Source: an optimization exercise on an open RTL-to-GDS flow (aim: small area). Production flows keep margins and buffers that such runs may drop. In this exercise RTL edits were held to simulation tests only and were not proved equivalent to the original. The clock cells of runs 6 to 8 come from the design's own scripts or RTL, not from TritonCTS. The clock port is modelled as an ideal driver, which makes a skipped or thinned clock tree look cheaper than it is; a real chip needs a root buffer or a tree. Power is estimated from default activity; no workload was simulated.

[flow/flow/run.sh]
#!/bin/bash
set -uo pipefail
bash standard.sh \
  "BUFFER_PORTS_ARGS=-buffer_cell sky130_fd_sc_hd__buf_1" \
  "CTS_ARGS=-sink_clustering_enable -repair_clock_nets -dont_use_dummy_load -buf_list sky130_fd_sc_hd__clkbuf_8 -root_buf sky130_fd_sc_hd__clkbuf_8 -sink_clustering_size 30 -sink_clustering_max_diameter 200" \
  finish > standard.log 2>&1
[flow/standard.sh]
#!/bin/bash
# synth_recipe.tcl (not shown) runs the flow's synth.tcl, then flattens the netlist and writes it again
# the make line also repeats each setting of config.mk as NAME=value (left out here)
make -C /OpenROAD-flow-scripts/flow DESIGN_CONFIG=/design/flow/config.mk WORK_HOME=/design/flow/orfs CLKGATE_MAP_FILE= SYNTH_SCRIPT=/design/flow/synth_recipe.tcl "${@:-finish}"
[flow/config.mk]
export PLATFORM = sky130hd
export DESIGN_NAME = MISR_golden_sign
export DESIGN_NICKNAME = MISR_golden_sign
export VERILOG_FILES = /design/flow/design.v
export SDC_FILE = /design/flow/constraint.sdc
export NUM_CORES = 4
export LEC_CHECK = 0
export CAP_MARGIN = 20
export CORE_MARGIN = 2
export CORE_UTILIZATION = 70
export SLEW_MARGIN = 20
export SYNTH_HIERARCHICAL = 1
[flow/constraint.sdc]
create_clock -name core_clock -period 5.5 [get_ports {clk}]
set_input_delay 1.1000 -clock core_clock [delete_from_list [all_inputs] [get_ports {clk}]]
set_output_delay 1.1000 -clock core_clock [all_outputs]
set_load 0.01 [all_outputs]
[flow/design.v]
module bist_fa(input x, input y, input z, output s, output c);
    assign {c, s} = {1'b0, x} + {1'b0, y} + {1'b0, z};
endmodule
module bist_ha(input x, input y, output s, output c);
    assign {c, s} = {1'b0, x} + {1'b0, y};
endmodule
module MISR_golden_sign(
    input clk,
    input reset,
    output reg [73:0] MISR
    );
    reg [7:0] x;
    reg [4:1] t;
    wire inj = t[2] & ~t[3];
    wire m = x[0] & t[4];
    wire [7:0] a = x;
    wire [7:0] b = {m, x[7], x[6], x[5] ^ m, x[4] ^ m, x[3], x[2], x[1] ^ m};
    wire [8:0] cs, cd;
    wire [7:0] s, d;
    bist_ha u_add0 (.x(a[0]), .y(b[0]), .s(s[0]), .c(cs[1]));
    assign d[0] = a[0] ^ b[0];
    assign cd[1] = a[0] | ~b[0];
    genvar i;
    generate
        for (i = 1; i < 8; i = i + 1) begin : rc
            bist_fa u_add (.x(a[i]), .y(b[i]), .z(cs[i]), .s(s[i]), .c(cs[i+1]));
            bist_fa u_sub (.x(a[i]), .y(~b[i]), .z(cd[i]), .s(d[i]), .c(cd[i+1]));
        end
    endgenerate
    wire pp1 = a[0] & b[0];
    wire pp2 = a[0] & b[3];
    wire pp3 = a[0] & b[4];
    wire pp4 = a[0] & b[7];
    wire pp5 = a[1] & b[0];
    wire pp6 = a[1] & b[3];
    wire pp7 = a[1] & b[4];
    wire pp8 = a[1] & b[7];
    wire pp9 = a[2] & b[0];
    wire pp10 = a[2] & b[3];
    wire pp11 = a[2] & b[4];
    wire pp12 = a[2] & b[7];
    wire pp13 = a[3] & b[0];
    wire pp14 = a[3] & b[3];
    wire pp15 = a[3] & b[4];
    wire pp16 = a[3] & b[7];
    wire pp17 = a[4] & b[0];
    wire pp18 = a[4] & b[3];
    wire pp19 = a[4] & b[4];
    wire pp20 = a[4] & b[7];
    wire pp21 = a[5] & b[0];
    wire pp22 = a[5] & b[3];
    wire pp23 = a[5] & b[4];
    wire pp24 = a[5] & b[7];
    wire pp25 = a[6] & b[0];
    wire pp26 = a[6] & b[3];
    wire pp27 = a[6] & b[4];
    wire pp28 = a[6] & b[7];
    wire pp29 = a[7] & b[0];
    wire pp30 = a[7] & b[3];
    wire pp31 = a[7] & b[4];
    wire pp32 = a[7] & b[7];
    wire pp33 = a[0] & a[2];
    wire pp34 = a[0] & a[3];
    wire pp35 = a[1] & a[2];
    wire pp36 = a[1] & a[3];
    wire pp37 = a[2];
    wire pp38 = a[2] & a[3];
    wire pp39 = a[0] & a[6];
    wire pp40 = a[2] & a[4];
    wire pp41 = a[3];
    wire pp42 = a[0] & a[7];
    wire pp43 = a[1] & a[6];
    wire pp44 = a[2] & a[5];
    wire pp45 = a[3] & a[4];
    wire pp46 = a[1] & a[7];
    wire pp47 = a[2] & a[6];
    wire pp48 = a[3] & a[5];
    wire pp49 = a[2] & a[7];
    wire pp50 = a[3] & a[6];
    wire pp51 = a[3] & a[7];
    wire pp52 = a[4] & a[6];
    wire pp53 = a[4] & a[7];
    wire pp54 = a[5] & a[6];
    wire pp55 = a[5] & a[7];
    wire pp56 = a[6];
    wire pp57 = a[6] & a[7];
    wire pp58 = a[7];
    wire s59, c60;
    bist_fa u_s59 (.x(pp34), .y(pp35), .z(pp9), .s(s59), .c(c60));
    wire s61, c62;
    bist_fa u_s61 (.x(pp37), .y(pp36), .z(pp13), .s(s61), .c(c62));
    wire s63, c64;
    bist_fa u_s63 (.x(pp2), .y(c60), .z(s61), .s(s63), .c(c64));
    wire s65, c66;
    bist_fa u_s65 (.x(pp17), .y(pp3), .z(pp6), .s(s65), .c(c66));
    wire s67, c68;
    bist_fa u_s67 (.x(c62), .y(s65), .z(c64), .s(s67), .c(c68));
    wire s69, c70;
    bist_fa u_s69 (.x(pp41), .y(pp38), .z(pp39), .s(s69), .c(c70));
    wire s71, c72;
    bist_fa u_s71 (.x(pp40), .y(pp10), .z(pp21), .s(s71), .c(c72));
    wire s73, c74;
    bist_fa u_s73 (.x(pp7), .y(s69), .z(c66), .s(s73), .c(c74));
    wire s75, c76;
    bist_fa u_s75 (.x(s71), .y(s73), .z(c68), .s(s75), .c(c76));
    wire s77, c78;
    bist_fa u_s77 (.x(pp42), .y(pp43), .z(pp44), .s(s77), .c(c78));
    wire s79, c80;
    bist_fa u_s79 (.x(pp45), .y(pp11), .z(pp14), .s(s79), .c(c80));
    wire s81, c82;
    bist_fa u_s81 (.x(pp25), .y(c70), .z(s77), .s(s81), .c(c82));
    wire s83, c84;
    bist_fa u_s83 (.x(c72), .y(s79), .z(s81), .s(s83), .c(c84));
    wire s85, c86;
    bist_fa u_s85 (.x(c74), .y(s83), .z(c76), .s(s85), .c(c86));
    wire s87, c88;
    bist_fa u_s87 (.x(pp46), .y(pp48), .z(pp15), .s(s87), .c(c88));
    wire s89, c90;
    bist_fa u_s89 (.x(pp18), .y(pp29), .z(pp4), .s(s89), .c(c90));
    wire s91, c92;
    bist_fa u_s91 (.x(c78), .y(c80), .z(s87), .s(s91), .c(c92));
    wire s93, c94;
    bist_fa u_s93 (.x(s89), .y(c82), .z(s91), .s(s93), .c(c94));
    wire s95, c96;
    bist_fa u_s95 (.x(c84), .y(s93), .z(c86), .s(s95), .c(c96));
    wire s97, c98;
    bist_fa u_s97 (.x(pp47), .y(pp19), .z(pp22), .s(s97), .c(c98));
    wire s99, c100;
    bist_fa u_s99 (.x(pp8), .y(c88), .z(c90), .s(s99), .c(c100));
    wire s101, c102;
    bist_fa u_s101 (.x(s97), .y(c92), .z(s99), .s(s101), .c(c102));
    wire s103, c104;
    bist_fa u_s103 (.x(c94), .y(s101), .z(c96), .s(s103), .c(c104));
    wire s105, c106;
    bist_fa u_s105 (.x(pp49), .y(pp50), .z(pp52), .s(s105), .c(c106));
    wire s107, c108;
    bist_fa u_s107 (.x(pp12), .y(pp23), .z(pp26), .s(s107), .c(c108));
    wire s109, c110;
    bist_fa u_s109 (.x(s105), .y(c98), .z(s107), .s(s109), .c(c110));
    wire s111, c112;
    bist_fa u_s111 (.x(c100), .y(s109), .z(c102), .s(s111), .c(c112));
    wire s113, c114;
    bist_fa u_s113 (.x(pp51), .y(pp53), .z(pp54), .s(s113), .c(c114));
    wire s115, c116;
    bist_fa u_s115 (.x(pp16), .y(pp27), .z(pp30), .s(s115), .c(c116));
    wire s117, c118;
    bist_fa u_s117 (.x(c106), .y(s113), .z(c108), .s(s117), .c(c118));
    wire s119, c120;
    bist_fa u_s119 (.x(s115), .y(s117), .z(c110), .s(s119), .c(c120));
    wire s121, c122;
    bist_fa u_s121 (.x(pp56), .y(pp55), .z(pp20), .s(s121), .c(c122));
    wire s123, c124;
    bist_fa u_s123 (.x(pp31), .y(c114), .z(c116), .s(s123), .c(c124));
    wire s125, c126;
    bist_fa u_s125 (.x(s121), .y(c118), .z(s123), .s(s125), .c(c126));
    wire s127, c128;
    bist_fa u_s127 (.x(pp24), .y(c122), .z(c124), .s(s127), .c(c128));
    wire s129, c130;
    bist_fa u_s129 (.x(pp58), .y(pp57), .z(pp28), .s(s129), .c(c130));
    wire s131, c132;
    bist_ha u_s131 (.x(pp33), .y(pp5), .s(s131), .c(c132));
    wire s133, c134;
    bist_ha u_s133 (.x(c132), .y(s59), .s(s133), .c(c134));
    wire s135, c136;
    bist_ha u_s135 (.x(c134), .y(s63), .s(s135), .c(c136));
    wire s137, c138;
    bist_ha u_s137 (.x(c136), .y(s67), .s(s137), .c(c138));
    wire s139, c140;
    bist_ha u_s139 (.x(c138), .y(s75), .s(s139), .c(c140));
    wire s141, c142;
    bist_ha u_s141 (.x(c140), .y(s85), .s(s141), .c(c142));
    wire s143, c144;
    bist_ha u_s143 (.x(c142), .y(s95), .s(s143), .c(c144));
    wire s145, c146;
    bist_ha u_s145 (.x(c144), .y(s103), .s(s145), .c(c146));
    wire s147, c148;
    bist_fa u_s147 (.x(s111), .y(c104), .z(c146), .s(s147), .c(c148));
    wire s149, c150;
    bist_ha u_s149 (.x(s119), .y(c112), .s(s149), .c(c150));
    wire s151 = s149 ^ c148;
    wire s152, c153;
    bist_ha u_s152 (.x(c120), .y(s125), .s(s152), .c(c153));
    wire cy154 = c150 | (s149 & c148);
    wire s155 = s152 ^ cy154;
    wire G156 = c153 | (s152 & c150);
    wire P157 = s152 & s149;
    wire s158, c159;
    bist_ha u_s158 (.x(c126), .y(s127), .s(s158), .c(c159));
    wire cy160 = G156 | (P157 & c148);
    wire s161 = s158 ^ cy160;
    wire G162 = c159 | (s158 & G156);
    wire P163 = s158 & P157;
    wire s164, c165;
    bist_ha u_s164 (.x(s129), .y(c128), .s(s164), .c(c165));
    wire cy166 = G162 | (P163 & c148);
    wire s167 = s164 ^ cy166;
    wire G168 = c165 | (s164 & G162);
    wire P169 = s164 & P163;
    wire s170, c171;
    bist_ha u_s170 (.x(pp32), .y(c130), .s(s170), .c(c171));
    wire cy172 = G168 | (P169 & c148);
    wire s173 = s170 ^ cy172;
    wire G174 = c171 | (s170 & G168);
    wire P175 = s170 & P169;
    wire cy176 = G174 | (P175 & c148);
    wire s177 = cy176;
    wire [15:0] p = {s177, s173, s167, s161, s155, s151, s147, s145, s143, s141, s139, s137, s135, s133, s131, pp1};
    wire [7:0] xr = a ^ b;
    wire [7:0] xn = ~xr & {8{t[2]}};
    wire [7:0] nd = ~(a & b) & {8{t[2]}};
    wire [7:0] ll = a << 2;
    wire [7:0] lr = a >> 2;
    wire [73:0] r = {s, cs[8], d, ~cd[8], p, xr, xn, nd, ll, lr};
    wire fb = MISR[73];
    wire [73:0] nxt = {MISR[72:0], fb} ^ r ^ {fb, 2'b00, fb, fb, 69'd0};
    always @(posedge clk) begin
        if (reset) begin
            MISR <= 74'd0;
            x <= 8'd0;
            t <= 4'd0;
        end else begin
            MISR <= nxt;
            x <= {x[6], x[5], x[4] ^ x[7], x[3] ^ x[7], x[2], x[1], x[0] ^ x[7], x[7] | inj};
            t <= {t[3:1], 1'b1};
        end
    end
endmodule
==> results of run 1 <==
[worst min-delay path by stage]
stage               startpoint   end  slack (ns)  depth (start not counted)
floorplan                 t[1]  t[2]        0.41                          1
global placement          t[1]  t[2]        0.43                          1
detailed placement        t[1]  t[2]        0.44                          1
CTS                       t[1]  t[2]        0.46                          1
global route              t[1]  t[2]        0.47                          1
finish                    t[1]  t[2]        0.45                          1
[cell usage in the layout (no fill, tap or decap), drive strengths merged]
master | netlist | final
a21boi | 1 | 1
a21oi | 3 | 3
a311oi | 1 | 1
and2 | 12 | 12
and2b | 8 | 8
and4 | 1 | 1
buf | 12 | 91
clkbuf | 5 | 10
clkinv | 2 | 2
dfxtp | 86 | 86
fa | 51 | 51
ha | 32 | 32
inv | 7 | 7
mux2 | 1 | 1
nand2 | 2 | 2
nand2b | 3 | 3
nand3 | 1 | 1
nand4 | 1 | 1
nor2 | 88 | 88
nor2b | 28 | 28
nor4 | 1 | 1
o211ai | 1 | 1
o21ai | 2 | 2
o41ai | 1 | 1
or3 | 1 | 1
or4 | 1 | 1
xnor2 | 69 | 69
xor2 | 5 | 5
[sequential cells by signal (all words and copies together) (netlist names)]
name,cells
MISR,74
t,4
x,8
[power groups by stage]
stage                     logic (mW)  registers, mW  clock network [mW]
after floorplan               0.0710          0.694                   0
after global placement         0.114          0.685                   0
after detailed placement       0.116          0.686                   0
after CTS                      0.118          0.672               0.345
after global routing           0.131          0.675               0.371
final                          0.117          0.672               0.337
[worst register-to-register path, delay by kind of cell (launching register included)]
family                   cells  cell delay (ns)
adder cells (fa/ha/maj)     10             3.89
AO/OA/AOI/OAI                2             0.42
flip-flops                   1             0.33
multiplexers                 1             0.33
AND/OR/NAND/NOR              3             0.25
[per-layer routing]
metal  track usage, %  up-vias
met5                0        -
met4             6.49        0
met3             8.18       14
met2             47.5      102
met1             40.2     1509
li1                 -     1480
[per-module statistics from Yosys, one instance, submodules excluded]
module | flip-flops and latches | cell area, sq um
MISR_golden_sign | 86 | 3510
bist_fa | 0 | 20.0
bist_ha | 0 | 12.5
[per-stage QoR]
step                setup TNS (ns)  utilization (%)  instance area (sq um)
global placement                 0             80.1                   5140
detailed placement         -0.0259             80.1                   5140
floorplan                        0                -                   4730
global route                     0             82.4                   5290
finish                           0             82.4                   5290
CTS                              0             82.0                   5270
[cells by family (layout without fill, tap and decap cells)]
group | after synthesis | after routing | share of synthesized area, %
AND/OR/NAND/NOR | 147 | 147 | 15.0
buffers and inverters | 26 | 110 | 2.66
AO/OA/AOI/OAI | 9 | 9 | 1.54
adder cells (fa/ha/maj) | 83 | 83 | 30.2
flip-flops | 86 | 86 | 36.5
XOR/XNOR | 74 | 74 | 13.8
multiplexers | 1 | 1 | 0.319
[repair_timing]
action,CTS,global route
hold buffers,0,0
buffers inserted,0,0
pin swaps,0,2
gates resized for setup,1,7
setup endpoints to repair,1,2
[cell type report]
class	count	area share [%]
multi-input cells	314	54.9
flip-flops and latches	86	32.6
repair buffers	92	7.75
clock buffers	9	2.34
well taps	77	1.82
inverters	9	0.638
==> impl_metrics.yaml, run 1 <==
status:
  status: "no timing/DRC/antenna violations"
logic_synthesis:
  synth.distinct_cells: 30
  synth_edf_count: 0
  ys_top_cells_by_count: "nor2_1 (88), dfxtp_1 (86), xnor2_1 (69), fa_1 (51), ha_1 (32)"
  ys.flop_type: "dfxtp_1"
  yosysWarnings: 7
  yosysMostFrequentCell: "nor2_1"
  yosysSeqAreaShare_pct: 36.5
  synth_top_area_cell: "dfxtp_1"
  synth_cells: 426
  synth_top_area_share_pct: 36.5
  synth.avg_cell_area_sq_um: 11.1
  ys_ff_latch: 86
  async_reset_ff_share_pct: 0
  synth_area_sq_mm: 0.00471
  ys_top_cells_by_area: "dfxtp_1 (37%), fa_1 (22%), xnor2_1 (13%)"
worst_setup_path:
  max_stage_delay_ns: 0.51
  cp-start-kind: "register"
  path_buf_inv: 0
  worst_r2r_path_depth: 16
  worst_path_max_delay_cell: "fa_1"
  crit_start: "x[0]"
  worstPathRequired_ns: 5.74
  rrSetupSlack_ns: 0.20
  cp_max_fo: 5
  crit_type: "reg -> reg"
  crit_chain: "nand2_2 > ha_4 > nor2_1 > fa_1 > fa_2 > fa_1 > fa_1 > fa_2 > fa_2 > fa_1 > ha_1 > fa_2 > nand3_1 > a21boi_2 > o41ai_2 > mux2_4"
  rr_startpoint: "x[0]"
  cp.depth: 16
  r2r_end: "MISR[55]"
  crit_family: "adder cells"
  end_kind: "register"
  critPathCapture: "MISR[55]"
  worstPathArrival_ns: 5.54
cells_and_area:
  multi_input_area_sq_mm: 0.00290
  drive_gt1_share_pct: 8.04
  seqCellArea_sq_mm: 0.00172
  n_fill_cell: 402
  synthToLayoutAreaGrowth_pct: 12.4
  n_antenna_cell: 0
  final_cells: 587
  nNetsFinal: 597
global_route:
  grt_pass1_vias: 3301
  antenna_found_initial: 0
  grt_pass1_wl_um: 16500
  grt_max_degree: 72
  grt.total_usage_pct: 29.5
  overflow: 0
detailed_routing:
  highest_layer: "met4"
  wl_met1_um: 4220
  met3_length_um: 522
  vias: 3105
  route.detailed.wl_per_inst_um: 16.2
  drcViolationCount: 0
  drt-initial-drc-count: 136
  wl_met2_um: 4660
  via_per_inst: 5.29
  wirelength_um: 9530
  dr.pass1.iters: 4
  antenna_left: 0
clock_tree:
  clock_latency_ns: 0.36
  clk_pin_slew_worst_paths_ns: 0.08
  cts_sinks: 86
  cts_buffers: 9
  cts-root-buf: "clkbuf_8"
  cts_tree: "yes"
  clk_path_buf_depth: 2
  htree_levels: 3
floorplanning:
  die_w_um: 86.0
  dieArea_sq_mm: 0.00740
  fp-row-count: 29
  die_y_um: 86.0
  core-area_sq_mm: 0.00642
  io_pins: 76
  start_util_pct: 73.3
place:
  port_buffers: 75
  dp_slack_ns: -0.0259
  placed_cells: 578
  dpl.hpwl_um: 7240
  globalplace.congestion: 0.859
sta:
  fin_crit_sh_pct: 96.4
  final.min_clock_period_ns: 5.30
  whs_ns: 0.453
  fmax_ghz: 0.189
  relSlewSlack_pct: 54.6
  rsz0062_at_grt: "false"
  slew_viol_final: 0
  clock_skew_ns: 0.0358
  tightest_slew_ns: 0.680
  setup_viol_count_final: 0
  hold_viol: 0
  fin_ws_ns: 0.198
power:
  p_seq_share_pct: 59.7
  pwr_density_cell_mw_per_mm2: 213
  ir_drop_v: 0.000221
  power_frac_clock_pct: 29.9
  p_leak_nw: 2.37
  pwr-share-comb_pct: 10.4
  switching_share_pct: 24.6
  p_switching_mw: 0.276
  power.internal_mw: 0.850
  power.total_mw: 1.13
hold_path:
  min-delay-path-class: "reg -> reg"
run:
  maxCapViolCount: 0
==> run 2: changes to the inputs <==
--- a/flow/config.mk
+++ b/flow/config.mk
@@ -9,4 +9,5 @@
 export CORE_MARGIN = 2
 export CORE_UTILIZATION = 70
+export GPL_TIMING_DRIVEN = 0
 export SLEW_MARGIN = 20
 export SYNTH_HIERARCHICAL = 1
==> impl_metrics.yaml, run 2 <==
worst_setup_path:
  worst_path_max_delay_cell: "fa_1"
  end_kind: "register"
  rr_startpoint: "t[4]"
  crit_start: "t[4]"
  cp_max_fo: 8
  crit_type: "reg -> reg"
  path_common_cell: "fa_2"
  worstPathArrival_ns: 5.52
  cp-start-kind: "register"
  worstPathRequired_ns: 5.75
  crit_chain: "nand2_4 > ha_4 > nor2_1 > fa_1 > fa_2 > fa_2 > fa_2 > fa_2 > fa_2 > fa_1 > ha_1 > fa_2 > nand3_2 > a21boi_2 > o41ai_2 > mux2_4"
  crit_family: "adder cells"
  path_buf_inv: 0
  max_stage_delay_ns: 0.53
logic_synthesis:
  synth.distinct_cells: 30
  ys_ff_latch: 86
  synth.avg_cell_area_sq_um: 11.1
  ys_top_cells_by_count: "nor2_1 (88), dfxtp_1 (86), xnor2_1 (69), fa_1 (51), ha_1 (32)"
  yosysMostFrequentCell: "nor2_1"
  synth_top_area_cell: "dfxtp_1"
  async_reset_ff_share_pct: 0
  ys.flop_type: "dfxtp_1"
  synth_area_sq_mm: 0.00471
  yosysWarnings: 7
  synth_top_area_share_pct: 36.5
  synth_edf_count: 0
  synth_cells: 426
  ys_top_cells_by_area: "dfxtp_1 (37%), fa_1 (22%), xnor2_1 (13%)"
  yosysSeqAreaShare_pct: 36.5
floorplanning:
  dieArea_sq_mm: 0.00740
  die_w_um: 86.0
  start_util_pct: 73.3
  die_y_um: 86.0
  fp-row-count: 29
  io_pins: 76
  core-area_sq_mm: 0.00642
global_route:
  grt_max_degree: 17
  overflow: 0
  grt_pass1_wl_um: 16800
  grt_pass1_vias: 3469
  grt.total_usage_pct: 30.2
  antenna_found_initial: 0
clock_tree:
  clock_latency_ns: 0.37
  cts_buffers: 9
  clk_path_buf_depth: 2
  cts_tree: "yes"
  cts-root-buf: "clkbuf_8"
  clk_pin_slew_worst_paths_ns: 0.08
  cts_sinks: 86
  htree_levels: 3
detailed_routing:
  route.detailed.wl_per_inst_um: 17.3
  drt-initial-drc-count: 150
  vias: 3257
  drcViolationCount: 0
  dr.pass1.iters: 4
  wirelength_um: 10200
  via_per_inst: 5.54
  antenna_left: 0
hold_path:
  min-delay-start: "t[1]"
  min-delay-path-class: "reg -> reg"
sta:
  hold_viol: 0
  slew_viol_final: 0
  final.min_clock_period_ns: 5.27
  whs_ns: 0.441
  tightest_slew_ns: 0.641
  clock_skew_ns: 0.0279
  fin_crit_sh_pct: 95.9
  relSlewSlack_pct: 57.2
  setup_viol_count_final: 0
  fin_ws_ns: 0.225
  rsz0062_at_grt: "false"
  fmax_ghz: 0.190
power:
  pwr_density_cell_mw_per_mm2: 215
  p_leak_nw: 2.36
  ir_drop_v: 0.000238
place:
  dp_slack_ns: -0.587
  globalplace.congestion: 0.820
  dpl.hpwl_um: 7510
  port_buffers: 75
cells_and_area:
  nNetsFinal: 598
  final_common_cell: "nor2_1"
  largest_register_ffs: 74
  top_regs: "MISR: 74 flops, x: 8 flops, t: 4 flops"
  n_antenna_cell: 0
  mostFrequentLayoutCells: "nor2_1 (88), dfxtp_1 (80), buf_1 (75)"
  largest_register: "MISR"
  synthToLayoutAreaGrowth_pct: 12.0
  drive_gt1_share_pct: 8.22
status:
  status: "no timing/DRC/antenna violations"
run:
  maxCapViolCount: 0
run 2: cell types whose count changed in the layout (fill, tap and decap cells not counted), moves of 2 or more:
cell	delta
dfxtp_1	-4
dfxtp_4	+3
buf_2	+7
buf_4	-11
fa_1	-2
fa_2	+2
clkbuf_1	+4
run 2: repair_timing:
item | CTS | global route
setup buffers | 1 | 0
pin swaps | 1 | 2
resized for setup | 14 | 3
hold buffers | 0 | 0
setup endpoints to repair | 7 | 1
run 2: worst register-to-register path: stages, from the launching register on:
cell and delay [ns]:
dfxtp_1 0.36, nand2_4 0.12, ha_4 0.33, nor2_1 0.06, fa_1 0.53, fa_2 0.40, fa_2 0.38, fa_2 0.37
fa_2 0.38, fa_2 0.38, fa_1 0.47, ha_1 0.24, fa_2 0.39, nand3_2 0.11, a21boi_2 0.09, o41ai_2 0.26
mux2_4 0.33
run 2: power breakdown:
part | switching (mW) | leakage [nW] | internal (mW) | total [mW]
clock network | 0.199 | 0.0647 | 0.147 | 0.346
registers | 0.0232 | 0.703 | 0.648 | 0.672
logic | 0.0658 | 1.59 | 0.0535 | 0.119
run 2: path summary, 6_finish.rpt:
check                           slack [ns]        to  cells past startpoint
worst max-delay path                  0.23  MISR[55]                     16
worst min-delay path                  0.44      t[2]                      1
worst max register to register        0.23  MISR[55]                     16
worst min register to register        0.44      t[2]                      1
run 2: per-module statistics from Yosys, one instance, submodules excluded:
module | area [sq um] | flip-flops and latches | cells
MISR_golden_sign | 3510 | 86 | 361
bist_ha | 12.5 | 0 | 1
bist_fa | 20.0 | 0 | 1
run 2: kinds of logic (layout without fill, tap and decap cells):
kind of cell	Yosys count	after routing	synth area share, %
xor+xnor	74	74	13.8
simple gates	147	147	15.0
compound gates	9	9	1.54
flops	86	86	36.5
buf+inv	26	111	2.66
fa+ha+maj	83	83	30.2
mux	1	1	0.319
run 2: layout make-up:
cell class / instances / area (sq um)
timing repair buffer: 76 / 289
buffer: 17 / 92.6
sequential: 86 / 1740
clock buffer: 9 / 124
inverter: 9 / 33.8
multi-input combinational: 314 / 2900
fill: 415 / 1150
tap: 77 / 96.3
run 2: routing by layer:
metal,vias to the layer above,part of all wire (%),GRT usage (%)
met4,0,2.2,9.52
met1,1622,40,38.2
met3,22,7.2,7.70
li1,1489,-,-
met5,-,0,0
met2,124,50,51.0
run 2: stage by stage:
step	utilization (%)	TNS [ns]	area (sq um)	power, mW	std cells
after floorplan	-	0	4730	0.765	426
after global placement	79.5	-0.896	5100	0.799	578
after detailed placement	79.5	-1.97	5100	0.803	578
after CTS	82.1	0	5270	1.14	588
after global routing	82.2	0	5280	1.18	588
final	82.2	0	5280	1.14	588
==> run 3: changes to the inputs <==
==> flow/flow/run.sh (replaced) <==
#!/bin/bash
set -uo pipefail
bash standard.sh \
  "BUFFER_PORTS_ARGS=-buffer_cell sky130_fd_sc_hd__buf_1" \
  "CTS_ARGS=-repair_clock_nets -dont_use_dummy_load -buf_list sky130_fd_sc_hd__clkbuf_16 -root_buf sky130_fd_sc_hd__clkbuf_16" \
  finish > standard.log 2>&1
--- a/flow/config.mk
+++ b/flow/config.mk
@@ -9,5 +9,4 @@
 export CORE_MARGIN = 2
 export CORE_UTILIZATION = 70
-export GPL_TIMING_DRIVEN = 0
 export SLEW_MARGIN = 20
 export SYNTH_HIERARCHICAL = 1
==> impl_metrics.yaml, run 3 <==
cells_and_area:
  largest_register_ffs: 74
  synthToLayoutAreaGrowth_pct: 14.4
  top_regs: "MISR: 74 flops, x: 8 flops, t: 4 flops"
  seqCellArea_sq_mm: 0.00172
  n_antenna_cell: 0
  final_common_cell: "nor2_1"
  final_cells: 587
  largest_register: "MISR"
  n_fill_cell: 368
  multi_input_area_sq_mm: 0.00290
  nNetsFinal: 597
  mostFrequentLayoutCells: "nor2_1 (88), dfxtp_1 (84), buf_1 (74)"
  drive_gt1_share_pct: 7.65
clock_tree:
  clk_pin_slew_worst_paths_ns: 0.06
  cts_buffers: 9
  clock_latency_ns: 0.34
  cts-root-buf: "clkbuf_16"
  htree_levels: 3
  cts_sinks: 86
  cts_tree: "yes"
  clk_path_buf_depth: 2
  hold_buffers: 0
status:
  status: "no timing/DRC/antenna violations"
worst_setup_path:
  rrSetupSlack_ns: 0.20
  crit_type: "reg -> reg"
  crit_family: "adder cells"
  r2r_end: "MISR[55]"
  worstPathRequired_ns: 5.72
  path_buf_inv: 0
  worst_r2r_path_depth: 16
  rr_startpoint: "t[4]"
  worst_path_max_delay_cell: "fa_1"
  cp_max_fo: 5
  cp-start-kind: "register"
  crit_chain: "nand2_2 > ha_4 > nor2_1 > fa_1 > fa_2 > fa_1 > fa_1 > fa_1 > fa_2 > fa_1 > ha_1 > fa_2 > nand3_1 > a21boi_2 > o41ai_2 > mux2_4"
  end_kind: "register"
  max_stage_delay_ns: 0.50
  path_common_cell: "fa_1"
  worstPathArrival_ns: 5.52
hold_path:
  whs_path_depth: 1
  whs_endpoint: "t[2]"
  min-delay-path-class: "reg -> reg"
  min-delay-start: "t[1]"
floorplanning:
  die_w_um: 86.0
  core-area_sq_mm: 0.00642
  die_y_um: 86.0
  fp-row-count: 29
  dieArea_sq_mm: 0.00740
  io_pins: 76
  start_util_pct: 73.3
logic_synthesis:
  ys_top_cells_by_count: "nor2_1 (88), dfxtp_1 (86), xnor2_1 (69), fa_1 (51), ha_1 (32)"
  synth_area_sq_mm: 0.00471
  synth.distinct_cells: 30
  ys_ff_latch: 86
  synth_edf_count: 0
  ys_top_cells_by_area: "dfxtp_1 (37%), fa_1 (22%), xnor2_1 (13%)"
  async_reset_ff_share_pct: 0
  synth_top_area_cell: "dfxtp_1"
  yosysWarnings: 7
  yosysMostFrequentCell: "nor2_1"
  synth_top_area_share_pct: 36.5
  synth_cells: 426
  ys.flop_type: "dfxtp_1"
  synth.avg_cell_area_sq_um: 11.1
  yosysSeqAreaShare_pct: 36.5
global_route:
  grt_pass1_vias: 3352
  grt_max_degree: 72
  overflow: 0
  grt_pass1_wl_um: 16800
  antenna_found_initial: 0
  grt.total_usage_pct: 30.0
power:
  p_leak_nw: 2.42
  power.total_mw: 1.29
  pwr_density_cell_mw_per_mm2: 239
  ir_drop_v: 0.000224
place:
  dpl.hpwl_um: 7240
  globalplace.congestion: 0.859
  port_buffers: 75
  placed_cells: 578
sta:
  setup_viol_count_final: 0
  rsz0062_at_grt: "false"
  relSlewSlack_pct: 54.4
  slew_viol_final: 0
  final.min_clock_period_ns: 5.30
  fmax_ghz: 0.189
  hold_viol: 0
  tightest_slew_ns: 0.684
  fin_crit_sh_pct: 96.3
  clock_skew_ns: 0.0246
detailed_routing:
  via_per_inst: 5.32
  drcViolationCount: 0
  wirelength_um: 9840
  antenna_left: 0
  route.detailed.wl_per_inst_um: 16.8
  vias: 3123
  drt-initial-drc-count: 128
  dr.pass1.iters: 4
run:
  maxCapViolCount: 0
[run 3: cell count changes in the layout (fill, tap and decap cells not counted), sizes merged]
cell and change:
buf +3, clkbuf -4
[run 3: cells by family (layout without fill, tap and decap cells)]
group	after synthesis	after routing	share of synthesized area (%)
xor+xnor	74	74	13.8
flops	86	86	36.5
compound gates	9	9	1.54
mux	1	1	0.319
fa+ha+maj	83	83	30.2
buf+inv	26	110	2.66
simple gates	147	147	15.0
[run 3: where the power goes]
part / internal, mW / switching [mW] / total [mW] / leakage [nW]
clock: 0.287 / 0.209 / 0.496 / 0.111
sequential: 0.651 / 0.0229 / 0.674 / 0.701
combinational: 0.0533 / 0.0646 / 0.118 / 1.61
total: 0.991 / 0.296 / 1.29 / 2.42
[run 3: modules after synthesis, one instance, submodules excluded]
module | cells | copies in the design | cell area (sq um) | flops+latches
MISR_golden_sign | 361 | 1 | 3510 | 86
bist_fa | 1 | 51 | 20.0 | 0
bist_ha | 1 | 14 | 12.5 | 0
[run 3: worst reg2reg max path, cell delays in order, from the launching register on]
cell      delay [ns]
dfxtp_1         0.33
nand2_2         0.10
ha_4            0.29
nor2_1          0.05
fa_1            0.50
fa_2            0.39
fa_1            0.42
fa_1            0.43
fa_1            0.43
fa_2            0.38
fa_1            0.46
ha_1            0.25
fa_2            0.38
nand3_1         0.13
a21boi_2        0.10
o41ai_2         0.25
mux2_4          0.33
[run 3: cell type report]
class	count	area share (%)
well taps	77	1.79
flip-flops and latches	86	32.0
repair buffers	92	7.62
inverters	9	0.627
multi-input cells	314	53.8
clock buffers	9	4.18
[run 3: per-stage QoR]
step	hold slack (ns)	instance area [sq um]	setup slack [ns]	TNS (ns)	util [%]
2_1_floorplan	0.414	4730	0.0452	0	-
3_3_place_gp	0.425	5140	0.0997	0	80.1
3_5_place_dp	0.435	5140	-0.0259	-0.0259	80.1
4_1_cts	0.449	5380	0.0489	0	83.7
5_1_grt	0.466	5390	0.00857	0	83.9
6_report	0.449	5390	0.201	0	83.9
[run 3: repair_timing]
item / 4_1_cts / 5_1_grt
setup endpoints to repair: 1 / 1
endpoints found under the hold margin: 0 / 0
gates resized for setup: 4 / 2
buffers inserted: 0 / 0
pin swaps: 1 / 2
[run 3: worst max path at each step]
stage / from / endpoint / slack [ns] / cells after the start
after floorplan: x[1] / MISR[55] / 0.05 / 15
after global placement: x[1] / MISR[55] / 0.1 / 15
after detailed placement: x[1] / MISR[55] / -0.03 / 15
after CTS: t[4] / MISR[55] / 0.05 / 16
after global routing: t[4] / MISR[55] / 0.009 / 16
final: t[4] / MISR[55] / 0.20 / 16
[run 3: layer usage]
metal	up-vias	share of wire [%]	track usage [%]
li1	1484	-	-
met3	15	6.4	8.47
met2	108	48	48.0
met5	-	0	0
met4	0	1.8	8.51
met1	1516	43	40.4
==> run 4: changes to the inputs <==
==> flow/flow/run.sh (replaced) <==
#!/bin/bash
# Standard ORFS layout with smaller port buffers and no CTS dummy loads.
set -uo pipefail
bash standard.sh \
  "BUFFER_PORTS_ARGS=-buffer_cell sky130_fd_sc_hd__buf_1" \
  "CTS_ARGS=-sink_clustering_enable -repair_clock_nets -dont_use_dummy_load" \
  finish > standard.log 2>&1
--- a/flow/config.mk
+++ b/flow/config.mk
@@ -8,5 +8,5 @@
 export CAP_MARGIN = 20
 export CORE_MARGIN = 2
-export CORE_UTILIZATION = 70
+export CORE_UTILIZATION = 40
 export SLEW_MARGIN = 20
 export SYNTH_HIERARCHICAL = 1
==> impl_metrics.yaml, run 4 <==
status:
  status: "no timing/DRC/antenna violations"
sta:
  final.min_clock_period_ns: 5.20
  tightest_slew_ns: 0.682
  relSlewSlack_pct: 54.5
  fin_setup_tns_ns: 0
  hold_viol: 0
  clock_skew_ns: 0.0127
  setup_viol_count_final: 0
  rsz0062_at_grt: "false"
  slew_viol_final: 0
  fin_crit_sh_pct: 94.6
  fmax_ghz: 0.192
logic_synthesis:
  synth_area_sq_mm: 0.00471
  ys_ff_latch: 86
  ys.flop_type: "dfxtp_1"
  synth.avg_cell_area_sq_um: 11.1
  yosysWarnings: 7
  yosysMostFrequentCell: "nor2_1"
  synth_top_area_share_pct: 36.5
  synth_top_area_cell: "dfxtp_1"
  async_reset_ff_share_pct: 0
  synth.distinct_cells: 30
  ys_top_cells_by_count: "nor2_1 (88), dfxtp_1 (86), xnor2_1 (69), fa_1 (51), ha_1 (32)"
  yosysSeqAreaShare_pct: 36.5
  synth_cells: 426
  synth_edf_count: 0
  ys_top_cells_by_area: "dfxtp_1 (37%), fa_1 (22%), xnor2_1 (13%)"
hold_path:
  min-delay-path-class: "reg -> reg"
floorplanning:
  fp-row-count: 39
  core-area_sq_mm: 0.0115
  dieArea_sq_mm: 0.0127
  io_pins: 76
  start_util_pct: 41.1
  die_w_um: 113
  die_y_um: 113
global_route:
  grt_pass1_wl_um: 16800
  overflow: 0
  grt_pass1_vias: 3274
  grt.total_usage_pct: 17.4
  antenna_found_initial: 0
  grt_max_degree: 70
detailed_routing:
  antenna_left: 0
  met3_length_um: 567
  route.detailed.wl_per_inst_um: 15.6
  drcViolationCount: 0
  wirelength_um: 10200
  via_per_inst: 4.72
  dr.pass1.iters: 4
  drt-initial-drc-count: 106
  highest_layer: "met4"
  wl_met2_um: 4750
  vias: 3080
  wl_met1_um: 4720
cells_and_area:
  top_regs: "MISR: 74 flops, x: 8 flops, t: 4 flops"
  n_antenna_cell: 0
  synthToLayoutAreaGrowth_pct: 16.6
  drive_gt1_share_pct: 9.02
  final_common_cell: "nor2_1"
  largest_register_ffs: 74
  final_cells: 653
  nNetsFinal: 597
  mostFrequentLayoutCells: "nor2_1 (87), dfxtp_1 (84), buf_1 (74)"
  largest_register: "MISR"
place:
  port_buffers: 75
  placed_cells: 644
  globalplace.congestion: 0.856
  dpl.hpwl_um: 7750
worst_setup_path:
  worstPathRequired_ns: 5.73
  end_kind: "register"
  cp-start-kind: "register"
  worstPathArrival_ns: 5.43
  cp_max_fo: 7
  crit_type: "reg -> reg"
clock_tree:
  hold_buffers: 0
  cts-root-buf: "clkbuf_16"
  cts_buffers: 9
  clock_latency_ns: 0.35
  htree_levels: 3
  clk_path_buf_depth: 2
  clk_pin_slew_worst_paths_ns: 0.06
  postCtsSetupRepairBufs: 0
  cts_sinks: 86
  cts_tree: "yes"
power:
  p_leak_nw: 2.41
  pwr_density_cell_mw_per_mm2: 237
  power.total_mw: 1.30
  ir_drop_v: 0.000174
run:
  maxCapViolCount: 0
-- run 4: worst max-delay path, stage by stage (launching register included) --
cell and delay [ns]:
dfxtp_2 0.33, nand2_2 0.07, ha_4 0.31, nor2_2 0.05, fa_1 0.48, fa_2 0.38
fa_2 0.37, fa_2 0.37, fa_1 0.42, fa_1 0.42, fa_1 0.47, ha_2 0.21
fa_2 0.37, nand3_2 0.10, a21boi_2 0.09, o41ai_2 0.33, mux2_4 0.33
-- run 4: metal layers --
metal,track usage (%),vias up
met5,0,-
met4,4.96,0
met3,6.16,13
met2,27.5,68
met1,22.7,1511
li1,-,1488
-- run 4: final timing paths --
path	slack [ns]	cells after the start	start	endpoint
setup / recovery	0.30	16	x[0]	MISR[55]
hold / removal	0.45	1	t[1]	t[2]
setup reg to reg	0.30	16	x[0]	MISR[55]
hold reg to reg	0.45	1	t[1]	t[2]
-- run 4: timing repair --
action,in CTS,in global routing
resized for setup,0,13
setup endpoints to repair,0,2
hold endpoints to repair,0,0
-- run 4: cells by family after synthesis --
group / after synthesis / share of synthesized area [%]
compound gates: 9 / 1.54
xor+xnor: 74 / 13.8
fa+ha+maj: 83 / 30.2
buf+inv: 26 / 2.66
flops: 86 / 36.5
mux: 1 / 0.319
simple gates: 147 / 15.0
-- run 4: layout make-up --
type,count,area (sq um)
Tap cell,143,179
Sequential cell,86,1720
Timing Repair Buffer,92,410
Clock buffer,9,225
Multi-Input combinational cell,314,2920
Fill cell,1098,5980
Inverter,9,33.8
-- run 4: Yosys stat by module, one instance, submodules excluded --
module,times used,cells
bist_ha,14,1
bist_fa,51,1
MISR_golden_sign,1,361
-- run 4: stage by stage --
step | utilization [%] | setup slack, ns | instance area, sq um | hold slack (ns)
3_3_place_gp | 45.6 | 0.112 | 5230 | 0.434
2_1_floorplan | - | 0.0452 | 4730 | 0.414
5_1_grt | 47.9 | 0.0349 | 5490 | 0.473
4_1_cts | 47.5 | 0.0317 | 5450 | 0.461
3_5_place_dp | 45.6 | 0.0562 | 5230 | 0.446
6_report | 47.9 | 0.299 | 5490 | 0.449
-- run 4: power breakdown --
| part | internal [mW] | switching [mW] | total (mW) | leakage, nW |
|---|---|---|---|---|
| combinational | 0.0533 | 0.0640 | 0.117 | 1.60 |
| sequential | 0.651 | 0.0224 | 0.673 | 0.701 |
| clock | 0.288 | 0.225 | 0.512 | 0.111 |
| total | 0.991 | 0.311 | 1.30 | 2.41 |
==> run 5: changes to the inputs <==
==> flow/flow/run.sh (replaced) <==
#!/bin/bash
# Standard ORFS layout with buf_1 port buffers and a one-buffer clock tree
# (flow/cts_manual.tcl). Logs: standard.log.
set -uo pipefail
bash standard.sh \
  "BUFFER_PORTS_ARGS=-buffer_cell sky130_fd_sc_hd__buf_1" \
  "PRE_CTS_TCL=$PWD/flow/cts_manual.tcl" \
  "MANUAL_CTS_BUF=sky130_fd_sc_hd__clkbuf_16" \
  finish > standard.log 2>&1
==> flow/flow/cts_manual.tcl (new file) <==
# Sourced by ORFS's cts.tcl before its clock tree synthesis (PRE_CTS_TCL).
# Replaces clock_tree_synthesis with a one-level clock tree: a single clock
# buffer, placed at the centroid of the flip-flops, drives every clock pin.
# The clock port then drives only that buffer.
rename clock_tree_synthesis orfs_clock_tree_synthesis
proc clock_tree_synthesis {args} {
  set block [ord::get_db_block]
  set net [$block findNet clk]
  set sx 0.0
  set sy 0.0
  set n 0
  foreach it [$net getITerms] {
    set box [[$it getInst] getBBox]
    set sx [expr {$sx + ([$box xMin] + [$box xMax]) / 2.0}]
    set sy [expr {$sy + ([$box yMin] + [$box yMax]) / 2.0}]
    incr n
  }
  set dbu [$block getDbUnitsPerMicron]
  set cx [expr {$sx / $n / $dbu}]
  set cy [expr {$sy / $n / $dbu}]
  puts "manual CTS: $n clock pins, buffer at ($cx, $cy)"
  insert_buffer -net clk -buffer_cell $::env(MANUAL_CTS_BUF) \
    -location [list $cx $cy] -buffer_name clkbuf_root -net_name clknet_root
  [$block findNet clknet_root] setSigType CLOCK
  set_propagated_clock [all_clocks]
}
--- a/flow/config.mk
+++ b/flow/config.mk
@@ -8,5 +8,5 @@
 export CAP_MARGIN = 20
 export CORE_MARGIN = 2
-export CORE_UTILIZATION = 40
+export CORE_UTILIZATION = 70
 export SLEW_MARGIN = 20
 export SYNTH_HIERARCHICAL = 1
==> impl_metrics.yaml, run 5 <==
logic_synthesis:
  yosysMostFrequentCell: "nor2_1"
  ys_top_cells_by_area: "dfxtp_1 (37%), fa_1 (22%), xnor2_1 (13%)"
  synth_top_area_share_pct: 36.5
  synth_edf_count: 0
  ys_top_cells_by_count: "nor2_1 (88), dfxtp_1 (86), xnor2_1 (69), fa_1 (51), ha_1 (32)"
  yosysSeqAreaShare_pct: 36.5
  synth.avg_cell_area_sq_um: 11.1
  async_reset_ff_share_pct: 0
  synth_area_sq_mm: 0.00471
  synth_cells: 426
  ys.flop_type: "dfxtp_1"
  ys_ff_latch: 86
  synth.distinct_cells: 30
  yosysWarnings: 7
  synth_top_area_cell: "dfxtp_1"
status:
  status: "stopped before the end"
  lastStage: "4_1_cts"
  error_line: "Error: cts.tcl, 36 invalid command name \"NULL\""
place:
  globalplace.congestion: 0.859
  dpl.hpwl_um: 7240
  dp_slack_ns: -0.0259
  port_buffers: 75
  dpl_cell_area_sq_mm: 0.00514
floorplanning:
  die_y_um: 86.0
  start_util_pct: 73.3
  die_w_um: 86.0
  fp-row-count: 29
  io_pins: 76
[run 5: logic make-up after synthesis]
logic type | count (synthesis) | share of synthesized area, %
AOI/OAI and AO/OA | 9 | 1.54
xor gates and xnor gates | 74 | 13.8
adders and majority gates | 83 | 30.2
buffers and inverters | 26 | 2.66
DFF | 86 | 36.5
muxes | 1 | 0.319
and+or+nand+nor | 147 | 15.0
[run 5: through the flow]
stage	power, mW	cells
detailed placement	0.802	578
floorplan	0.765	426
global placement	0.799	578
[run 5: per-module statistics from Yosys (local to each module, per instance)]
module | times used | cell area [sq um] | cells inside
bist_ha | 14 | 12.5 | 1
MISR_golden_sign | 1 | 3510 | 361
bist_fa | 51 | 20.0 | 1
[run 5: power by group through the flow]
stage | Sequential [mW] | Combinational (mW) | Clock, mW
after floorplan | 0.694 | 0.0710 | 0
after global placement | 0.685 | 0.114 | 0
after detailed placement | 0.686 | 0.116 | 0
[run 5: worst max path at each step]
| stage | from | end | slack [ns] | cells past startpoint |
|---|---|---|---|---|
| 2_1_floorplan | x[1] | MISR[55] | 0.05 | 15 |
| 3_3_place_gp | x[1] | MISR[55] | 0.1 | 15 |
| 3_5_place_dp | x[1] | MISR[55] | -0.03 | 15 |
==> run 6: changes to the inputs <==
--- a/flow/design.v
+++ b/flow/design.v
@@ -207,6 +207,6 @@
     wire [15:0] p = {s177, s173, s167, s161, s155, s151, s147, s145, s143, s141, s139, s137, s135, s133, s131, pp1};
     wire [7:0] xr = a ^ b;
-    wire [7:0] xn = ~xr & {8{t[2]}};
-    wire [7:0] nd = ~(a & b) & {8{t[2]}};
+    wire [7:0] xn = ~xr;
+    wire [7:0] nd = ~(a & b);
     wire [7:0] ll = a << 2;
     wire [7:0] lr = a >> 2;
@@ -215,10 +215,14 @@
     wire [73:0] nxt = {MISR[72:0], fb} ^ r ^ {fb, 2'b00, fb, fb, 69'd0};
     always @(posedge clk) begin
+        if (reset | ~t[2])
+            MISR <= 74'd0;
+        else
+            MISR <= nxt;
+    end
+    always @(posedge clk) begin
         if (reset) begin
-            MISR <= 74'd0;
             x <= 8'd0;
             t <= 4'd0;
         end else begin
-            MISR <= nxt;
             x <= {x[6], x[5], x[4] ^ x[7], x[3] ^ x[7], x[2], x[1], x[0] ^ x[7], x[7] | inj};
             t <= {t[3:1], 1'b1};
--- a/flow/flow/run.sh
+++ b/flow/flow/run.sh
@@ -6,4 +6,4 @@
   "BUFFER_PORTS_ARGS=-buffer_cell sky130_fd_sc_hd__buf_1" \
   "PRE_CTS_TCL=$PWD/flow/cts_manual.tcl" \
-  "MANUAL_CTS_BUF=sky130_fd_sc_hd__clkbuf_16" \
+  "MANUAL_CTS_BUF=sky130_fd_sc_hd__clkbuf_16" "MANUAL_CTS_N=4" \
   finish > standard.log 2>&1
==> flow/flow/cts_manual.tcl (replaced) <==
# Sourced by ORFS's cts.tcl before its clock tree synthesis (PRE_CTS_TCL).
# Replaces clock_tree_synthesis with a one-level clock tree: the flip-flops
# are split into MANUAL_CTS_N balanced groups by position (halves by x, then
# halves by y), and one clock buffer at each group's centroid drives that
# group's clock pins. The clock port drives only these buffers.
rename clock_tree_synthesis orfs_clock_tree_synthesis

proc cts_split {pins axis} {
  set keyed {}
  foreach p $pins {
    lappend keyed [list [lindex $p $axis] $p]
  }
  set sorted [lsort -real -index 0 $keyed]
  set half [expr {[llength $sorted] / 2}]
  set a {}
  set b {}
  set i 0
  foreach kp $sorted {
    if {$i < $half} { lappend a [lindex $kp 1] } else { lappend b [lindex $kp 1] }
    incr i
  }
  return [list $a $b]
}

proc clock_tree_synthesis {args} {
  set block [ord::get_db_block]
  set dbu [$block getDbUnitsPerMicron]
  set net [$block findNet clk]
  # each pin: {x y iterm}
  set pins {}
  foreach it [$net getITerms] {
    set box [[$it getInst] getBBox]
    lappend pins [list [expr {([$box xMin] + [$box xMax]) / 2.0 / $dbu}] \
                      [expr {([$box yMin] + [$box yMax]) / 2.0 / $dbu}] $it]
  }
  set groups [list $pins]
  set axis 0
  while {[llength $groups] < $::env(MANUAL_CTS_N)} {
    set next {}
    foreach g $groups {
      foreach h [cts_split $g $axis] { lappend next $h }
    }
    set groups $next
    set axis [expr {1 - $axis}]
  }
  set k 0
  foreach g $groups {
    set sx 0.0
    set sy 0.0
    set loads {}
    foreach p $g {
      set sx [expr {$sx + [lindex $p 0]}]
      set sy [expr {$sy + [lindex $p 1]}]
      set it [lindex $p 2]
      lappend loads [get_pins "[[$it getInst] getName]/[[$it getMTerm] getName]"]
    }
    set n [llength $g]
    set cx [expr {$sx / $n}]
    set cy [expr {$sy / $n}]
    puts "manual CTS: group $k, $n clock pins, buffer at ($cx, $cy)"
    insert_buffer -net clk -load_pins $loads -buffer_cell $::env(MANUAL_CTS_BUF) \
      -location [list $cx $cy] -buffer_name clkbuf_m$k -net_name clknet_m$k
    incr k
  }
  foreach it [[$block findNet clk] getITerms] {
    set buf [$it getInst]
    set out [[$buf findITerm X] getNet]
    $out setSigType CLOCK
    puts "manual CTS: [$buf getName] drives [$out getName] ([llength [$out getITerms]] pins)"
  }
  set_propagated_clock [all_clocks]
}
==> impl_metrics.yaml, run 6 <==
detailed_routing:
  antenna_left: 0
  vias: 2967
  dr.pass1.iters: 4
  route.detailed.wl_per_inst_um: 16.3
  via_per_inst: 5.23
  drt-initial-drc-count: 156
  wirelength_um: 9250
  drcViolationCount: 0
worst_setup_path:
  worstPathRequired_ns: 5.57
  crit_type: "reg -> reg"
  cp-start-kind: "register"
  end_kind: "register"
  cp_max_fo: 7
  worstPathArrival_ns: 5.31
run:
  maxCapViolCount: 0
place:
  dpl.hpwl_um: 7090
  port_buffers: 75
  placed_cells: 563
  globalplace.congestion: 0.851
cells_and_area:
  drive_gt1_share_pct: 6.94
  largest_register_ffs: 74
  top_regs: "MISR: 74 flops, x: 8 flops, t: 4 flops"
  synthToLayoutAreaGrowth_pct: 11.9
  n_antenna_cell: 0
  mostFrequentLayoutCells: "nor2_1 (86), dfxtp_1 (85), buf_1 (75)"
  final_common_cell: "nor2_1"
  final_cells: 567
  largest_register: "MISR"
  nNetsFinal: 577
  n_fill_cell: 405
sta:
  final.min_clock_period_ns: 5.23
  fmax_ghz: 0.191
  clock_skew_ns: 0.0107
  hold_viol: 0
  tightest_slew_ns: 0.731
  whs_ns: 0.451
  slew_viol_final: 0
  rsz0062_at_grt: "false"
  fin_crit_sh_pct: 95.2
  fin_setup_tns_ns: 0
  relSlewSlack_pct: 51.2
  setup_viol_count_final: 0
logic_synthesis:
  synth_cells: 411
  ys_top_cells_by_area: "dfxtp_1 (37%), fa_1 (22%), xnor2_1 (10%)"
  ys_top_cells_by_count: "nor2_1 (87), dfxtp_1 (86), xnor2_1 (54), fa_1 (51), ha_1 (32)"
  synth_top_area_share_pct: 37.4
  async_reset_ff_share_pct: 0
  synth.distinct_cells: 31
  synth_top_area_cell: "dfxtp_1"
  yosysWarnings: 7
  yosysSeqAreaShare_pct: 37.4
  synth_edf_count: 0
  yosysMostFrequentCell: "nor2_1"
  synth_area_sq_mm: 0.00460
  synth.avg_cell_area_sq_um: 11.2
  ys.flop_type: "dfxtp_1"
  ys_ff_latch: 86
floorplanning:
  start_util_pct: 72.4
  core-area_sq_mm: 0.00635
  fp-row-count: 29
  die_w_um: 85.1
  io_pins: 76
  die_y_um: 85.1
  dieArea_sq_mm: 0.00724
global_route:
  grt_pass1_vias: 3076
  overflow: 0
  grt_max_degree: 72
  grt_pass1_wl_um: 15300
  antenna_found_initial: 0
  grt.total_usage_pct: 26.6
power:
  p_leak_nw: 2.33
  pwr_density_cell_mw_per_mm2: 191
  ir_drop_v: 0.000247
status:
  status: "no timing/DRC/antenna violations"
hold_path:
  min-delay-path-class: "reg -> reg"
clock_tree:
  clk_pin_slew_worst_paths_ns: 0.09
  clock_latency_ns: 0.15
  hold_buffers: 0
[run 6: worst paths after layout]
kind              start       end  slack (ns)  cells past startpoint
setup / recovery   t[4]  MISR[53]        0.27                     16
hold / removal     t[1]      t[2]        0.45                      1
setup reg to reg   t[4]  MISR[53]        0.27                     16
hold reg to reg    t[1]      t[2]        0.45                      1
[run 6: worst max-delay path, cell delays in order (launching register included)]
cell      delay [ns]
dfxtp_1         0.34
nand2_2         0.08
buf_4           0.17
ha_2            0.40
inv_1           0.12
ha_1            0.27
fa_1            0.44
fa_1            0.58
fa_1            0.45
fa_1            0.45
fa_1            0.46
ha_1            0.23
fa_1            0.42
nand3_1         0.12
a21boi_1        0.12
or3_1           0.36
a21oi_1         0.13
[run 6: metal layers]
layer	track usage (%)	part of all wire [%]	vias up
li1	-	-	1432
met1	37.2	43	1445
met2	47.4	51	77
met3	2.04	5.2	13
met4	2.89	1.3	0
met5	0	0	-
[run 6: kinds of logic after synthesis]
family / count (synthesis) / synth area share [%]
muxes: 2 / 0.435
DFF: 86 / 37.4
buffers and inverters: 26 / 2.77
adders and majority gates: 83 / 30.9
AOI/OAI and AO/OA: 7 / 0.979
and+or+nand+nor: 133 / 13.4
xor gates and xnor gates: 74 / 14.1
[run 6: power breakdown]
| group | switching (mW) | internal, mW | total, mW | leakage, nW |
|---|---|---|---|---|
| clock network | 0.155 | 0.133 | 0.288 | 0.0493 |
| registers | 0.00669 | 0.632 | 0.638 | 0.697 |
| logic | 0.0343 | 0.0253 | 0.0596 | 1.58 |
| total | 0.196 | 0.789 | 0.986 | 2.33 |
[run 6: layout make-up, clock buffers not listed]
class	instances	area [sq um]	share of cell area, %
Timing Repair Buffer	91	402	7.80
Tap cell	77	96.3	1.87
Inverter	10	37.5	0.729
Multi-Input combinational cell	299	2790	54.2
Sequential cell	86	1720	33.5
[run 6: repair_timing]
action,in CTS,in global routing
gates resized for setup,2,8
endpoints found under the setup margin,1,5
buffers inserted,0,0
[run 6: metrics by stage]
step / utilization, % / area (sq um) / power (mW) / worst slack, ns
floorplan: - / 4600 / 0.695 / 0.0565
global placement: 78.9 / 5010 / 0.710 / 0.106
detailed placement: 78.9 / 5010 / 0.712 / 0.00787
CTS: 80.7 / 5120 / 0.990 / 0.0340
global route: 81.1 / 5150 / 1.01 / 0.0214
finish: 81.1 / 5150 / 0.986 / 0.265
[run 6: modules after synthesis, one instance, submodules excluded]
module,flip-flops and latches,cells inside
bist_ha,0,1
MISR_golden_sign,86,346
bist_fa,0,1
==> run 7: changes to the inputs <==
==> flow/flow/run.sh (replaced) <==
#!/bin/bash
# The standard ORFS layout (standard.sh) with two changes:
#  - port buffers are buf_1 cells (BUFFER_PORTS_ARGS); every port is still buffered;
#  - the clock tree is one level of MANUAL_CTS_N clock buffers, each driving a
#    balanced group of flip-flops (flow/cts_manual.tcl, sourced as PRE_CTS_TCL).
# ORFS's own logs stay under orfs/logs/; make's output goes to standard.log.
set -uo pipefail
bash standard.sh \
  "BUFFER_PORTS_ARGS=-buffer_cell sky130_fd_sc_hd__buf_1" \
  "PRE_CTS_TCL=$PWD/flow/cts_manual.tcl" \
  "MANUAL_CTS_BUF=sky130_fd_sc_hd__clkbuf_16" \
  "MANUAL_CTS_N=4" "REMOVE_ABC_BUFFERS=1" \
  finish > standard.log 2>&1
--- a/flow/config.mk
+++ b/flow/config.mk
@@ -9,4 +9,5 @@
 export CORE_MARGIN = 2
 export CORE_UTILIZATION = 70
+export GPL_TIMING_DRIVEN = 0
 export SLEW_MARGIN = 20
 export SYNTH_HIERARCHICAL = 1
==> impl_metrics.yaml, run 7 <==
detailed_routing:
  vias: 2922
  antenna_left: 0
  dr.pass1.iters: 4
  drt-initial-drc-count: 82
  via_per_inst: 5.26
  wirelength_um: 8510
  route.detailed.wl_per_inst_um: 15.3
  drcViolationCount: 0
power:
  ir_drop_v: 0.000197
  power.total_mw: 0.981
  p_leak_nw: 2.29
  pwr_density_cell_mw_per_mm2: 193
sta:
  slew_viol_final: 0
  setup_viol_count_final: 0
  relSlewSlack_pct: 50.3
  fin_ws_ns: 0.250
  fin_setup_tns_ns: 0
  final.min_clock_period_ns: 5.25
  fin_crit_sh_pct: 95.4
  fmax_ghz: 0.190
  tightest_slew_ns: 0.746
  whs_ns: 0.457
  hold_viol: 0
  clock_skew_ns: 0.00769
logic_synthesis:
  ys_top_cells_by_count: "nor2_1 (87), dfxtp_1 (86), xnor2_1 (54), fa_1 (51), ha_1 (32)"
  synth_top_area_share_pct: 37.4
  synth.avg_cell_area_sq_um: 11.2
  ys_top_cells_by_area: "dfxtp_1 (37%), fa_1 (22%), xnor2_1 (10%)"
  ys_ff_latch: 86
  yosysSeqAreaShare_pct: 37.4
  yosysWarnings: 7
  async_reset_ff_share_pct: 0
  synth_area_sq_mm: 0.00460
  synth_cells: 411
  yosysMostFrequentCell: "nor2_1"
  synth_top_area_cell: "dfxtp_1"
  synth.distinct_cells: 31
  ys.flop_type: "dfxtp_1"
  synth_edf_count: 0
floorplanning:
  die_y_um: 85.1
  fp-row-count: 29
  io_pins: 76
  dieArea_sq_mm: 0.00724
  core-area_sq_mm: 0.00635
  start_util_pct: 72.4
  die_w_um: 85.1
worst_setup_path:
  cp-start-kind: "register"
  worstPathRequired_ns: 5.58
  cp_max_fo: 8
  crit_type: "reg -> reg"
  worstPathArrival_ns: 5.33
  end_kind: "register"
clock_tree:
  clock_latency_ns: 0.15
  clk_pin_slew_worst_paths_ns: 0.08
global_route:
  grt_max_degree: 72
  grt_pass1_vias: 2961
  antenna_found_initial: 0
  grt_pass1_wl_um: 14400
  grt.total_usage_pct: 24.7
  overflow: 0
cells_and_area:
  final_common_cell: "nor2_1"
  drive_gt1_share_pct: 6.05
  largest_register: "MISR"
  largest_register_ffs: 74
  synthToLayoutAreaGrowth_pct: 10.7
  nNetsFinal: 566
  n_antenna_cell: 0
  mostFrequentLayoutCells: "nor2_1 (87), dfxtp_1 (79), buf_1 (75)"
  top_regs: "MISR: 74 flops, x: 8 flops, t: 4 flops"
place:
  globalplace.congestion: 0.825
  port_buffers: 75
  dpl.hpwl_um: 6390
  dp_slack_ns: -0.759
hold_path:
  min-delay-path-class: "reg -> reg"
status:
  status: "no timing/DRC/antenna violations"
run:
  maxCapViolCount: 0
run 7: cell counts after synthesis:
No cell type changed its count.
run 7: modules after synthesis (local to each module, per instance):
module	cells inside	flops+latches	area, sq um	copies in the design
MISR_golden_sign	346	86	3400	1
bist_fa	1	0	20.0	51
bist_ha	1	0	12.5	14
run 7: routing by layer:
layer	vias up	part of all wire, %	global-route usage [%]
li1	1405	-	-
met1	1432	43	34.8
met2	72	51	43.0
met3	13	4.4	2.04
met4	0	1.7	3.90
met5	-	0	0
run 7: kinds of logic (layout without fill, tap and decap cells):
group	Yosys count	after routing	synth area share (%)
simple gates	133	133	13.4
mux	2	2	0.435
buf+inv	26	94	2.77
compound gates	7	7	0.979
xor+xnor	74	74	14.1
flops	86	86	37.4
fa+ha+maj	83	83	30.9
run 7: timing repair:
action,CTS,global route
pin swaps,0,3
endpoints found under the setup margin,7,4
hold buffers,0,0
gates resized for setup,14,8
setup buffers,1,4
run 7: worst max-delay path, cell delays in order, from the launching register on:
cell      delay (ns)
dfxtp_4         0.36
nand2_4         0.10
ha_4            0.32
nor2_1          0.07
fa_1            0.52
fa_1            0.43
fa_2            0.39
fa_1            0.43
fa_2            0.38
fa_2            0.37
fa_1            0.46
ha_1            0.24
fa_2            0.38
nand3_2         0.10
a21boi_2        0.08
o41ai_2         0.33
mux2i_1         0.22
run 7: final cells by class, clock buffers not listed:
| class | count | area [sq um] |
|---|---|---|
| fill | 423 | 1260 |
| inverter | 10 | 41.3 |
| tap | 77 | 96.3 |
| timing repair buffer | 80 | 319 |
| sequential | 86 | 1740 |
| multi-input combinational | 299 | 2800 |
run 7: where the power goes:
part / internal [mW] / switching [mW]
Clock: 0.133 / 0.153
Combinational: 0.0243 / 0.0319
Sequential: 0.630 / 0.00879
Total: 0.787 / 0.193
run 7: path summary, 6_finish.rpt:
path	from	end	slack (ns)	depth (start not counted)
min reg2reg	t[1]	t[2]	0.46	1
min	t[1]	t[2]	0.46	1
max	x[0]	MISR[55]	0.25	16
max reg2reg	x[0]	MISR[55]	0.25	16
run 7: stage by stage:
step / cell area [sq um] / util [%] / instances
2_1_floorplan: 4510 / - / 395
3_3_place_gp: 4890 / 77.0 / 547
3_5_place_dp: 4890 / 77.0 / 547
4_1_cts: 5040 / 79.3 / 552
5_1_grt: 5090 / 80.2 / 556
6_report: 5090 / 80.2 / 556
==> run 8: changes to the inputs <==
--- a/flow/flow/run.sh
+++ b/flow/flow/run.sh
@@ -10,4 +10,4 @@
   "PRE_CTS_TCL=$PWD/flow/cts_manual.tcl" \
   "MANUAL_CTS_BUF=sky130_fd_sc_hd__clkbuf_16" \
-  "MANUAL_CTS_N=4" "REMOVE_ABC_BUFFERS=1" \
+  "MANUAL_CTS_N=4" \
   finish > standard.log 2>&1
==> impl_metrics.yaml, run 8 <==
status:
  status: "no timing/DRC/antenna violations"
worst_setup_path:
  worstPathArrival_ns: 5.38
  crit_family: "adder cells"
  crit_type: "reg -> reg"
  path_buf_inv: 0
  end_kind: "register"
  worst_path_max_delay_cell: "fa_1"
  crit_chain: "nand2_4 > ha_4 > nor2_2 > fa_1 > fa_2 > fa_1 > fa_1 > fa_2 > fa_2 > fa_1 > ha_1 > fa_1 > nand3_1 > a21boi_1 > or3_1 > a21oi_2"
  worstPathRequired_ns: 5.58
  max_stage_delay_ns: 0.51
  cp-start-kind: "register"
  path_common_cell: "fa_1"
  cp_max_fo: 8
clock_tree:
  hold_buffers: 0
  clock_latency_ns: 0.15
  clk_pin_slew_worst_paths_ns: 0.08
run:
  maxCapViolCount: 0
sta:
  tightest_slew_ns: 0.588
  setup_viol_count_final: 0
  fin_crit_sh_pct: 96.3
  slew_viol_final: 0
  clock_skew_ns: 0.00737
  fmax_ghz: 0.189
  rsz0062_at_grt: "false"
  relSlewSlack_pct: 60.8
  whs_ns: 0.444
  final.min_clock_period_ns: 5.30
  hold_viol: 0
logic_synthesis:
  yosysWarnings: 7
  synth_cells: 411
  synth.distinct_cells: 31
  synth_edf_count: 0
  synth_top_area_share_pct: 37.4
  ys.flop_type: "dfxtp_1"
  ys_ff_latch: 86
  ys_top_cells_by_count: "nor2_1 (87), dfxtp_1 (86), xnor2_1 (54), fa_1 (51), ha_1 (32)"
  yosysMostFrequentCell: "nor2_1"
  async_reset_ff_share_pct: 0
  yosysSeqAreaShare_pct: 37.4
  synth_top_area_cell: "dfxtp_1"
  ys_top_cells_by_area: "dfxtp_1 (37%), fa_1 (22%), xnor2_1 (10%)"
  synth_area_sq_mm: 0.00460
  synth.avg_cell_area_sq_um: 11.2
place:
  port_buffers: 75
  dpl.hpwl_um: 7020
  placed_cells: 563
  globalplace.congestion: 0.852
global_route:
  grt_max_degree: 23
  antenna_found_initial: 0
  grt_pass1_wl_um: 15300
  grt_pass1_vias: 3142
  grt.total_usage_pct: 26.3
  overflow: 0
hold_path:
  min-delay-path-class: "reg -> reg"
floorplanning:
  fp-row-count: 29
  start_util_pct: 72.4
  core-area_sq_mm: 0.00635
  io_pins: 76
  die_w_um: 85.1
  dieArea_sq_mm: 0.00724
  die_y_um: 85.1
detailed_routing:
  dr.pass1.iters: 4
  wirelength_um: 9280
  via_per_inst: 5.35
  drt-initial-drc-count: 199
  antenna_left: 0
  vias: 3066
  route.detailed.wl_per_inst_um: 16.2
  drcViolationCount: 0
cells_and_area:
  final_common_cell: "nor2_1"
  largest_register: "MISR"
  nNetsFinal: 583
  synthToLayoutAreaGrowth_pct: 12.6
  mostFrequentLayoutCells: "nor2_1 (86), dfxtp_1 (80), buf_1 (76)"
  final_cells: 573
  top_regs: "MISR: 74 flops, x: 8 flops, t: 4 flops"
  n_antenna_cell: 0
  drive_gt1_share_pct: 7.46
  largest_register_ffs: 74
power:
  pwr_density_cell_mw_per_mm2: 190
  p_leak_nw: 2.35
  ir_drop_v: 0.000238
## run 8: kinds of logic after synthesis
| group | Yosys count | share of synthesized area [%] |
|---|---|---|
| multiplexers | 2 | 0.435 |
| AND/OR/NAND/NOR | 133 | 13.4 |
| XOR/XNOR | 74 | 14.1 |
| AO/OA/AOI/OAI | 7 | 0.979 |
| flip-flops | 86 | 37.4 |
| adder cells (fa/ha/maj) | 83 | 30.9 |
| buffers and inverters | 26 | 2.77 |
## run 8: timing repair
item	CTS	global route
pin swaps	0	2
setup buffers	1	5
resized for setup	11	8
setup endpoints to repair	6	3
## run 8: path summary, 6_finish.rpt
| kind | from | to | slack [ns] | depth (start not counted) |
|---|---|---|---|---|
| max | t[4] | MISR[53] | 0.20 | 16 |
| min | t[1] | t[2] | 0.44 | 1 |
| max reg2reg | t[4] | MISR[53] | 0.20 | 16 |
| min reg2reg | t[1] | t[2] | 0.44 | 1 |
## run 8: power breakdown
| part | internal [mW] | switching, mW | leakage, nW |
|---|---|---|---|
| logic | 0.0267 | 0.0346 | 1.60 |
| registers | 0.630 | 0.00809 | 0.700 |
| clock network | 0.133 | 0.153 | 0.0493 |
| total | 0.790 | 0.196 | 2.35 |
## run 8: metal layers
| metal | part of all wire, % | global-route usage (%) |
|---|---|---|
| met1 | 43 | 37.3 |
| met5 | 0 | 0 |
| met4 | 1.4 | 3.75 |
| met3 | 5.8 | 2.92 |
| met2 | 49 | 45.2 |
## run 8: worst register-to-register path, stage by stage, from the launching register on
cell and delay (ns):
dfxtp_1 0.37, nand2_4 0.12, ha_4 0.33, nor2_2 0.06, fa_1 0.51, fa_2 0.38
fa_1 0.42, fa_1 0.43, fa_2 0.38, fa_2 0.37, fa_1 0.48, ha_1 0.23
fa_1 0.42, nand3_1 0.11, a21boi_1 0.12, or3_1 0.38, a21oi_2 0.15
## run 8: Yosys stat by module, one instance, submodules excluded
| module | times used | cell area [sq um] | cells inside | flops+latches |
|---|---|---|---|---|
| bist_ha | 14 | 12.5 | 1 | 0 |
| bist_fa | 51 | 20.0 | 1 | 0 |
| MISR_golden_sign | 1 | 3400 | 346 | 86 |
## run 8: area by class of cell, clock buffers not listed
class                   instances  area, sq um
plain buffers                  16         91.3
fillers                       431         1170
inverters                      10         37.5
multi-input cells             299         2790
flip-flops and latches         86         1740
well taps                      77         96.3
repair buffers                 81          327
## run 8: per-stage QoR
step / worst slack (ns) / power (mW) / utilization, % / area (sq um) / setup TNS, ns
6_report: 0.202 / 0.986 / 81.6 / 5180 / 0
5_1_grt: 0.0192 / 1.02 / 81.6 / 5180 / 0
4_1_cts: 0.00624 / 0.990 / 80.7 / 5130 / 0
3_5_place_dp: -0.472 / 0.712 / 78.4 / 4980 / -1.57
3_3_place_gp: -0.380 / 0.710 / 78.4 / 4980 / -1.18
2_1_floorplan: 0.0565 / 0.695 / - / 4600 / 0

Check on run 8: ideal ports give 0.202 ns setup slack; a clkbuf_16 on the clock port and buf_2 on the inputs give 0.202 ns; moving port delays by the midpoint clock arrival (0.225 ns) as well gives 0.202 ns.
